Source: an optimization exercise on an open RTL-to-GDS flow (aim: small area). Production flows keep margins and buffers that such runs may drop.
In this exercise RTL edits were held to simulation tests only and were not proved equivalent to the original.
No driver is modelled on the clock port, so clocking that relies on it looks cheaper here than on a real chip.
No activity file was given, so power comes from the tool's default toggle rates.

Design ReactionGame, start of the top module:
module ReactionGame(
    input        CLOCK_50,
    input        reset,
    input  [1:0] KEY,
    output [9:0] LEDR,
    output [6:0] HEX0,
    output [6:0] HEX1
);
==> flow/config.mk <==
export PLATFORM = sky130hd
export DESIGN_NAME = ReactionGame
export DESIGN_NICKNAME = ReactionGame
export VERILOG_FILES = /design/flow/design.v
export SDC_FILE = /design/flow/constraint.sdc
export NUM_CORES = 4
export LEC_CHECK = 0
export CAP_MARGIN = 20
export CORE_MARGIN = 2
export CORE_UTILIZATION = 40
export SLEW_MARGIN = 20
==> flow/constraint.sdc <==
create_clock -name core_clock -period 25.0 [get_ports {CLOCK_50}]
set_input_delay 5.0000 -clock core_clock [delete_from_list [all_inputs] [get_ports {CLOCK_50}]]
set_output_delay 5.0000 -clock core_clock [all_outputs]
set_load 0.01 [all_outputs]
standard.sh (not shown) runs the stock make flow with config.mk's settings and CLKGATE_MAP_FILE= SYNTH_SCRIPT=/design/flow/synth_recipe.tcl, a recipe that flattens the netlist after the stock synthesis.
==> flow/flow/run.sh <==
#!/bin/bash
# Own layout flow: the standard synthesis, an area re-mapping of its
# combinational logic (flip-flops untouched, proven equivalent), then the
# standard layout steps.
set -euo pipefail
W=$(pwd)
F=$W/flow
R=$W/orfs/results/$FLOW_PLATFORM/ReactionGame/base
LIB=$FLOW_HOME/platforms/$FLOW_PLATFORM/lib/sky130_fd_sc_hd__tt_025C_1v80.lib
DONTUSE=$(cat "$F/dontuse.txt")

bash standard.sh synth > "$W/log_synth.txt" 2>&1
cp "$R/1_2_yosys.v" "$W/std.v"
python3 "$F/cutff.py" "$W/std.v" "$W/std_cut.v" > "$W/log_cut.txt" 2>&1

# Several seeds of ABC's deep synthesis in parallel; keep the smallest
# re-mapping that is proven equivalent to the standard netlist.
# Runs 1..6 start deep synthesis from the netlist as it is, runs 7..12 from
# a &synch2 &dc2 rewrite of it, each with its own seed.
subst() { sed -e "s|@LIB@|$LIB|g" -e "s|@TOP@|$FLOW_TOP|g" -e "s|@ABC@|$2/abc.script|g" -e "s|@SEED@|$3|g" -e "s|@PRE@|$4|g" -e "s|@DONTUSE@|$DONTUSE|g" "$1"; }
RUNS="1 2 3 4 5 6 7 8 9 10 11 12"
for s in $RUNS; do
  D=$W/reopt_$s
  if (( s > 6 )); then PRE="\&synch2; \&dc2"; SEED=$((s - 6)); else PRE=""; SEED=$s; fi
  mkdir -p "$D"
  subst "$F/abc.script" "$D" $SEED "$PRE" | tr ';' '\n' > "$D/abc.script"
  subst "$F/reopt.ys" "$D" $SEED "" > "$D/reopt.ys"
  subst "$F/equiv.ys" "$D" $SEED "" > "$D/equiv.ys"
  ( cd "$D" && yosys -s reopt.ys > log_reopt.txt 2>&1 &&
    python3 "$F/cutff.py" out.v out_cut.v > log_cut.txt 2>&1 &&
    cp "$W/std_cut.v" std_cut.v &&
    yosys -s equiv.ys > log_equiv.txt 2>&1 &&
    python3 "$F/area.py" out.v "$LIB" | tail -1 | awk '{print $2}' > area.txt ) &
  if (( s % 4 == 0 )); then wait; fi
done
wait
best=""; besta=""
for s in $RUNS; do
  a=$(cat "$W/reopt_$s/area.txt" 2>/dev/null || true)
  [[ -n "$a" ]] || continue
  if [[ -z "$besta" ]] || awk "BEGIN{exit !($a < $besta)}"; then best=$s; besta=$a; fi
done
echo "best seed: ${best:-none} area ${besta:-none}" > "$W/log_pick.txt"
if [[ -n "$best" ]]; then
  cp "$W/reopt_$best/out.v" "$W/out.v"
  cp "$W/out.v" "$R/1_2_yosys.v"
  rm -f "$R/1_synth.odb" "$R/1_synth.sdc"
fi
bash standard.sh BUFFER_PORTS_ARGS="-buffer_cell sky130_fd_sc_hd__buf_1" SKIP_REPAIR_TIE_FANOUT=1 PRE_CTS_TCL="$F/cts_pre.tcl" CTS_ARGS="-sink_clustering_enable -repair_clock_nets -dont_use_dummy_load -buf_list sky130_fd_sc_hd__buf_6 -sink_clustering_size 20 -sink_clustering_max_diameter 60" finish > "$W/log_finish.txt" 2>&1
Other scripts of this flow, unchanged in this note and not shown: flow/flow/abc.script, flow/flow/area.py, flow/flow/cts_pre.tcl, flow/flow/cutff.py, flow/flow/dontuse.txt, flow/flow/equiv.ys, flow/flow/reopt.ys
Change:
--- a/flow/design.v
+++ b/flow/design.v
@@ -10,25 +10,23 @@
     always @(posedge CLOCK_50) begin
         key_s1   <= KEY;
         key_s2   <= key_s1;
         key_prev <= key_s2;
     end
     wire [1:0] key_edge = ~key_s2 & key_prev;
-    localparam [31:0] SEED = 32'hA5A5_A5A5;
-    reg  [31:0] lfsr_q;
-    wire [31:0] lfsr = lfsr_q ^ SEED;
-    wire        fb = lfsr[31] ^ lfsr[21] ^ lfsr[1] ^ lfsr[0];
-    always @(posedge CLOCK_50) begin
-        if (reset) lfsr_q <= 32'd0;
-        else       lfsr_q <= {lfsr[30:0], fb} ^ SEED;
-    end
+    reg [3:0] hi_t, hi_o, lo;
+    reg  [31:0] lfsr;
+    reg         fresh;    
+    wire        fill, fill_bit;
+    wire        fb = fill ? fill_bit : lfsr[31] ^ lfsr[21] ^ lfsr[1] ^ lfsr[0];
+    always @(posedge CLOCK_50)
+        lfsr <= {lfsr[30:0], fb};
     localparam S_IDLE = 2'd0, S_AF = 2'd1, S_A = 2'd3, S_R = 2'd2;
     reg [1:0] state;
     reg       chosen;         
     reg [3:0] tens, ones;     
-    reg [3:0] hi_t, hi_o, lo;
     wire [3:0] o_inc, o_dec, t_inc, t_dec, ho_inc, ht_inc, lo_inc, lo_w;
     wire [6:0] seg_o, seg_t;
     wire ge33;
     assign o_inc[0] = (~ones[0]);
     assign o_inc[1] = (ones[1] & ~ones[0]) | (~ones[3] & ~ones[1] & ones[0]);
     assign o_inc[2] = (ones[2] & ~ones[0]) | (ones[2] & ~ones[1]) | (~ones[2] & ones[1] & ones[0]);
@@ -83,12 +81,14 @@
     wire ho9 = (hi_o[3] & hi_o[0]);
     wire ho5 = (hi_o[2] & ~hi_o[1] & hi_o[0]);
     wire ht12 = (hi_t[3] & hi_t[2]);
     wire lo11 = (lo[3] & lo[1] & lo[0]);
     wire lo0 = (~lo[3] & ~lo[2] & ~lo[1] & ~lo[0]);
     wire zero     = lo0 & ht12 & ho5;
+    assign fill     = fresh & (hi_t == 4'd8) & (hi_o == 4'd3 || hi_o == 4'd4 || hi_o == 4'd5);
+    assign fill_bit = (hi_o == 4'd5 && lo >= 4'd4) ? (lo == 4'd10) : ~(lo[1] ^ lo[0]);
     wire active   = state[0];
     wire idle     = (state == S_IDLE);
     wire correct  = chosen ? key_edge[1] : key_edge[0];
     wire any_edge = |key_edge;
     wire done     = any_edge || zero;
     wire s99      = t9 & o9;
@@ -117,12 +117,13 @@
             if (ho9) hi_t <= ht_inc;
         end else begin
             lo <= lo_inc;
         end
         if (idle)
             chosen <= lfsr[1];
+        fresh <= reset | (fresh & ~(idle & zero));
         if (reset) begin
             state <= S_IDLE;
             tens <= 4'd0;
             ones <= 4'd0;
         end else begin
             if (active && correct) begin
=>
- via count falls by 7.7%
- worst setup slack is worse by 14 ps
- combinational power rises by 76%
- routed wire length decreases by 4.8%
- global-route usage is about the same
- clock skew went down by 3.2 ps

re-timing with driven ports:
How much do the figures lean on ideal ports? The routed layouts below were timed once more, with nothing changed but the port constraints.
Step 1 (the two cells are an assumption about what drives the block):
set clk [get_ports {CLOCK_50}]
set_driving_cell -lib_cell sky130_fd_sc_hd__clkbuf_16 $clk
set_driving_cell -lib_cell sky130_fd_sc_hd__buf_2 [delete_from_list [all_inputs] $clk]
Step 2 moves the port delays by t, midway between the first and last clock arrival at a register: inputs arrive t later, outputs are due t later. That takes back most of the time a late clock gives input paths.
Slacks: ideal ports / drivers / drivers and shift; pairs: ideal ports / drivers.
| run | shift t [ns] | setup slack, ns | worst hold slack (ns) | worst setup path after step 2 | clock arrival spread, ns |
|---|---|---|---|---|---|
| the first run | 0.178 | 14.049 / 14.027 / 14.027 | 0.338 / 0.338 / 0.338 | input to output | 0.022 / 0.022 |
| the second run | 0.184 | 14.035 / 14.011 / 14.011 | 0.316 / 0.316 / 0.316 | input to output | 0.018 / 0.018 |
After both steps every run listed still meets setup and hold. The setup slack of the second run, which loses most, moves by -0.024 ns with the drivers and by -0.024 ns with both steps.
